This is an optimization exercise on Yosys and OpenROAD, whose aim is small area and a short achievable clock period, not a production implementation.
RTL that was checked went through simulation tests only; none was proved equivalent to the original.
No functional check of the RTL was part of run 2.
No activity file was given, so power comes from the tool's default toggle rates.

==> flow/design.v (outline; a module is shown in full before it is edited, if it fits) <==
// module fa_cell: 4 lines
// module ha_cell: 4 lines
// module hai_cell: 4 lines
// module xor_cell: 3 lines
// module xnor_cell: 3 lines
// module or_cell: 3 lines
// module ALU_TOP: 2121 lines
module ALU_TOP #(parameter width_top = 16) (A, B, ALU_FUN,
    CLK,RST,
    ARITH_OUT,
    LOGIC_OUT,
    CMP_OUT,
    SHIFT_OUT,
    CARRY_OUT,
    ARITH_FLAG_OUT,
    LOGIC_FLAG_OUT,
    CMP_FLAG_OUT,
    SHIFT_FLAG_OUT
    );
  // ...
==> flow/flow/run.sh <==
#!/bin/bash
# Own layout flow: the standard flow (standard.sh) with two changes made
# through the environment the ORFS scripts read:
#  - the port buffers are sky130_fd_sc_hd__buf_1 instead of the flow's
#    default choice (every input and output port still gets its buffer);
#  - repair_timing aims for 91 ns of setup slack instead of 0, so that it
#    sizes up and buffers the longest paths (the SDC is unchanged).
# The make run's whole output goes to flow_make.log in this folder; ORFS keeps
# each step's full log under orfs/logs/.
set -euo pipefail
export BUFFER_PORTS_ARGS="-buffer_cell sky130_fd_sc_hd__buf_1"
export SETUP_SLACK_MARGIN=91
bash standard.sh > flow_make.log 2>&1
==> flow/standard.sh <==
#!/bin/bash
# synth_recipe.tcl (not shown) runs the flow's synth.tcl, then flattens the netlist and writes it again
# the make line also repeats each setting of config.mk as NAME=value (left out here)
make -C /OpenROAD-flow-scripts/flow DESIGN_CONFIG=/design/flow/config.mk WORK_HOME=/design/flow/orfs CLKGATE_MAP_FILE= SYNTH_SCRIPT=/design/flow/synth_recipe.tcl "${@:-finish}"
==> flow/config.mk <==
export PLATFORM = sky130hd
export DESIGN_NAME = ALU_TOP
export DESIGN_NICKNAME = ALU_TOP
export VERILOG_FILES = /design/flow/design.v
export SDC_FILE = /design/flow/constraint.sdc
export NUM_CORES = 4
export LEC_CHECK = 0
export ABC_AREA = 1
export CAP_MARGIN = 20
export CORE_MARGIN = 2
export CORE_UTILIZATION = 70
export GPL_ROUTABILITY_DRIVEN = 0
export PLACE_DENSITY = 0.8
export SLEW_MARGIN = 20
export SYNTH_HIERARCHICAL = 1
==> flow/constraint.sdc <==
create_clock -name core_clock -period 130.0 [get_ports {CLK}]
set_input_delay 26.0000 -clock core_clock [delete_from_list [all_inputs] [get_ports {CLK}]]
set_output_delay 26.0000 -clock core_clock [all_outputs]
set_load 0.01 [all_outputs]
==> results.yml, run 1 <==
critical_path:
  critical_path.endpoint_type: "output pin"
  max_stage_delay_ns: 0.99
  startpoint: "a_r[1]"
  critPathArrivalTime_ns: 12.55
  crit_top_cell: "fa_1"
  crit_fanout: 21
  slowest_stage: "dfxtp_1"
power:
  vdd_ir_drop_max_mv: 0.01437
  pwr-share-clk: 0.076
  p_sw_uw: 106.0
  comb_power_uw: 168
detailed_routing:
  routed_wl_um: 50160
  avgRoutedWirePerCell_um: 19.68
global_routing:
  grt-busiest-layer: "met2"
floorplan:
  start_util: 0.7111
  fp.dieH_um: 158.2
cts:
  cts.clk_slew.worst_paths_ns: 0.10
  clk_path_buf_depth: 2
logic_synthesis:
  yosys.area.top_type: "fa_1"
  synth-compound-area-share: 0.08458
  synthFlopType: "dfxtp_1"
  async_reset_ff_frac: 0.07143
  synth-simple-area-share: 0.2560
  yosys.area_share.adder: 0.4428
final_layout:
  comb.multi_input.count: 1713
run_status:
  run_status: "finished clean"
==> inputs of run 2 (changes only) <==
--- a/flow/design.v
+++ b/flow/design.v
@@ -5,16 +5,19 @@
 module ha_cell (input a, input b, output s, output co);
     assign s = a ^ b;
     assign co = a & b;
 endmodule
 module hai_cell (input a, input b, output s, output co);
     assign s = ~(a ^ b);
     assign co = a | b;
 endmodule
+module mux_cell (input s, input a, input b, output y);
+    assign y = s ? a : b;
+endmodule
 module xor_cell (input a, input b, output y);
     assign y = a ^ b;
 endmodule
 module xnor_cell (input a, input b, output y);
     assign y = ~(a ^ b);
 endmodule
 module or_cell (input a, input b, output y);
     assign y = a | b;
@@ -43,17 +46,17 @@
     output CARRY_OUT;
     output ARITH_FLAG_OUT;
     output LOGIC_FLAG_OUT;
     output CMP_FLAG_OUT;
     output SHIFT_FLAG_OUT;
     reg        arith_flag, logic_flag, cmp_flag, shift_flag;
     reg [1:0]  op_r;
     reg [15:0] a_r, b_r;
-    reg [8:0]  dq_r;      
+    wire is_div = (ALU_FUN == 4'b0011);
     reg [8:0]  dr_r;      
     wire [15:7] dq_hi_w;
     wire [8:0] dr_hi;
     wire n1 = ~B[0];
     wire n2 = A[15] & n1;
     wire n3 = A[15] ^ n1;
     wire n4 = n2 | n3;
     wire n5 = n3 ^ 1'b1;
@@ -440,19 +443,18 @@
             logic_flag <= (ALU_FUN[3:2] == 2'b01);
             cmp_flag   <= (ALU_FUN[3:2] == 2'b10);
             shift_flag <= (ALU_FUN[3:2] == 2'b11);
         end
     end
     always @(posedge CLK)
     begin
         op_r <= ALU_FUN[1:0];
-        a_r  <= A;
+        a_r  <= is_div ? {dq_hi_w, A[6:0]} : A;
         b_r  <= B;
-        dq_r <= dq_hi_w;
         dr_r <= dr_hi;
     end
     wire        sub = op_r[0] | cmp_flag;
     wire [15:0] s;
     wire        c;
     wire n2157 = b_r[0] ^ sub;
     wire n2158 = b_r[1] ^ sub;
     wire n2159 = b_r[2] ^ sub;
@@ -2106,17 +2108,17 @@
     wire n1130 = n1049 ^ n1107;
     wire n1131 = n1050 ^ n1109;
     wire n1132 = n1051 ^ n1111;
     wire n1133 = n1052 ^ n1113;
     wire n1134 = n1053 ^ n1115;
     wire ge1135 = n1117;
     assign dq_lo_w[0] = ge1135;
     wire        bnz = |b_r;
-    wire [15:0] quot = bnz ? {dq_r, dq_lo_w} : 16'd0;
+    wire [15:0] quot = bnz ? {a_r[15:7], dq_lo_w} : 16'd0;
     reg [31:0] arith_val;
     always @(*)
     begin
         case (op_r)
         2'b00: arith_val = {15'd0, c, s};
         2'b01: arith_val = {{16{~c}}, s};
         2'b10: arith_val = prod;
         default: arith_val = {16'd0, quot};
==> flow/config.mk (replaced) <==
export PLATFORM = sky130hd
export DESIGN_NAME = ALU_TOP
export DESIGN_NICKNAME = ALU_TOP
export VERILOG_FILES = /design/flow/design.v
export SDC_FILE = /design/flow/constraint.sdc
export NUM_CORES = 4
export LEC_CHECK = 0
export ABC_AREA = 1
export CAP_MARGIN = 20
export CORE_MARGIN = 2
export CORE_UTILIZATION = 60
export PLACE_DENSITY = 0.72
export SLEW_MARGIN = 20
export SYNTH_HIERARCHICAL = 1
==> run 2 against run 1 <==
  * Still clean
  * Synthesized cell count shrank 0.19%
  * Wire length shrank 0.21%
  * Clock power shrank 6%
  * Fmax grew 0.92%
  * First-iteration DRC count shrank 14%
  * Hold slack gained 0.028 ns
  * Synthesized area is essentially flat
  * Largest cell class unchanged
  * Highest routed layer unchanged
==> results.yml, run 2 <==
run_status:
  run_status: "finished clean"
floorplan:
  start_util: 0.6137
  ioPinCount: 171
  die-area_um2: 29070
  fp.dieH_um: 170.5
  rows: 60
  core-area_um2: 27100
  die_w_um: 170.5
place:
  place_ws_ns: 90.19
  hpwl_um: 37380
  gp_congestion: 0.9269
  dpl-instance-area_um2: 17100
  io_buffers: 125
sta:
  max_freq_ghz: 0.02618
  worst_pin_slew_ns: 0.9181
  timing.setup.tns_ns: 0
  worst_slack_ns: 91.80
  holdWs_ns: 25.51
  min_period_ns: 38.20
  relSlewSlack: 0.3823
  finalHoldViolations: 0
  slew_violations: 0
  post-route-period-util: 0.2938
  rsz0062_at_grt: "yes"
  setup_viol_count_final: 0
global_routing:
  grt_usage: 0.3517
  grt_first_pass_wirelength_um: 78090
  grt_max_degree: 52
  grt_pass1_vias: 14841
  overflow: 0
  antenna_found_initial: 0
final_layout:
  drive_gt1_frac: 0.1089
  nNetsFinal: 2693
  syn_to_final_growth_pct: 6.477
  multi_input_area_um2: 14040
  fillers: 2392
  layout_common_cells: "637 x nand2_1, 290 x fa_1, 237 x inv_1, 125 x ha_1, 124 x buf_1"
  final_common_cell: "nand2_1"
  reg_top3: "a_r (16), b_r (16), dr_r (9)"
  stdcell_area_um2: 17710
  seq_area_um2: 968.4
  diodes: 0
critical_path:
  critical_path.endpoint_type: "output pin"
  startpoint: "a_r[6]"
  crit_top_cell: "nand2_1"
  required_ns: 104.00
  slowest_stage: "fa_1"
  crit_family: "simple AND/OR/NAND/NOR gates"
  critical_path_class: "register to output pin"
  crit_path_start_kind: "register"
  cp_num_buf_inv: 14
  crit_fanout: 15
  critPathArrivalTime_ns: 12.20
  max_stage_delay_ns: 0.44
logic_synthesis:
  synth.ff_latch_count: 47
  synth_area_um2: 16630
  async_reset_ff_frac: 0.08511
  syn_inst: 2151
  synth_top_area_frac: 0.3491
  synth.most_common_cell: "nand2_1"
  netlist_top_cells_count: "643 x nand2_1, 290 x fa_1, 248 x inv_1"
  yosysWarnings: 7
  synthFlopType: "dfxtp_1"
  synth-edff-count: 0
  synth.distinct_cells: 60
  synthTopCellsByArea: "fa_1 35%, nand2_1 15%, ha_1 9.4%"
  yosys.area.top_type: "fa_1"
  syn_area_per_cell_um2: 7.732
  ys_seq_area_frac: 0.05778
detailed_routing:
  vias_per_cell: 5.739
  drt_iter0_markers: 1369
  routed_wl_um: 50050
  ant_nets: 0
  avgRoutedWirePerCell_um: 19.15
  drc: 0
  vias: 14996
  first_pass_iters: 8
hold_path:
  min_path_type: "input pin to asynchronous set/reset pin"
power:
  p_int_uw: 92.64
  combPwrFrac: 0.841
  cellPowerDensity_nw_per_um2: 10.80
  swShare: 0.5154
  seqPwrFrac: 0.084
  vdd_ir_drop_max_mv: 0.01325
  p_sw_uw: 98.55
  pwr-share-clk: 0.076
  p_leak_nw: 8.297
job:
  max_cap_viol_count: 0
cts:
  cts_root_buffer: "clkbuf_16"
  cts_buffers: 5
  clock-sinks: 47
  tritoncts: "done"
  htree_levels: 2
  cts.clk_slew.worst_paths_ns: 0.09
  clk_path_buf_depth: 2
==> run 2: modules after synthesis, one instance, submodules excluded <==
module | cell area (um^2) | flip-flops and latches | times used
ALU_TOP | 11200 | 47 | 1
fa_cell | 20.02 | 0 | 245
ha_cell | 12.51 | 0 | 1
or_cell | 11.26 | 0 | 17
xnor_cell | 18.77 | 0 | 17
==> run 2: routing by layer <==
| metal | global-route usage | vias to the layer above | wire (um) |
|---|---|---|---|
| met4 | 0.1126 | 0 | 1523 |
| met3 | 0.06721 | 134 | 5002 |
| met5 | 0 | - | 0 |
| met1 | 0.4691 | 7186 | 19810 |
| li1 | - | 6834 | - |
| met2 | 0.5809 | 842 | 23710 |
==> run 2: per-stage QoR <==
step / cells / power (mW) / utilization
final: 2613 / 0.1912 / 0.6534
after global routing: 2613 / 0.2125 / 0.6534
after CTS: 2583 / 0.1875 / 0.6396
after detailed placement: 2570 / 0.1711 / 0.6310
after global placement: 2570 / 0.1668 / 0.6310
after floorplan: 2198 / 0.1338 / -
==> run 2: area by class of cell <==
cell class	count	share of cell area
Inverter	262	0.05808
Sequential cell	47	0.05469
Clock buffer	5	0.007066
Clock inverter	3	0.001625
Tap cell	372	0.02628
Multi-Input combinational cell	1729	0.7927
Timing Repair Buffer	195	0.05956
==> run 2: cells by family after synthesis <==
logic type	count (synthesis)	synth area share
DFF	47	0.05778
AOI/OAI and AO/OA	258	0.09299
adders and majority gates	415	0.4431
muxes	2	0.001204
buffers and inverters	425	0.1150
and+or+nand+nor	944	0.2589
other	2	0.0004516
xor gates and xnor gates	58	0.03054
==> run 2: path summary, 6_finish.rpt <==
path                           endpoint  slack, ns  depth (start not counted)
max                        ARITH_OUT[0]      91.80                         79
min in group core_clock          a_r[3]      25.76                          1
min                          logic_flag      25.51                          1
max in group asynchronous      cmp_flag     104.29                          1
==> run 2: repair_timing <==
item,in CTS,in global routing
resized for setup,11,39
endpoints found under the setup margin,2,12
hold buffers,0,0
buffers inserted,5,26
pin swaps,0,4
gates cloned,0,4
==> run 2: power by group through the flow <==
stage               combinational [mW]  clock, mW  sequential [mW]
CTS                              0.157     0.0145           0.0159
floorplan                        0.117          0           0.0163
finish                           0.161     0.0145           0.0160
global route                     0.181     0.0150           0.0161
detailed placement               0.155          0           0.0162
global placement                 0.151          0           0.0162

afterwards: timing with drivers on the ports:
Ports are ideal in the flow. The routed layouts listed here were re-timed in OpenROAD. Step 1, drivers: a clkbuf_16 drives CLK and a buf_2 each remaining input, both assumed. Step 2 moves the port delays by t, midway between the first and last clock arrival at a register: inputs arrive t later, outputs are due t later. That takes back most of the time a late clock gives input paths. Slacks: no drivers / after step 1 / after step 2; pairs: no drivers / after step 1.
| run | t (ns) | setup WS [ns] | worst register clock-pin slew, ns | worst data-port slew with drivers (ns) |
|---|---|---|---|---|
| run 1 | 0.367 | 91.450 / 91.406 / 91.773 | 0.10 / 0.10 | 0.06 |
| run 2 | 0.369 | 91.800 / 91.747 / 91.716 | 0.09 / 0.09 | 0.04 |
After both steps every run listed still meets setup and hold. For run 2, which loses most, drivers alone change the setup slack by -0.053 ns; drivers and shift together by -0.084 ns.
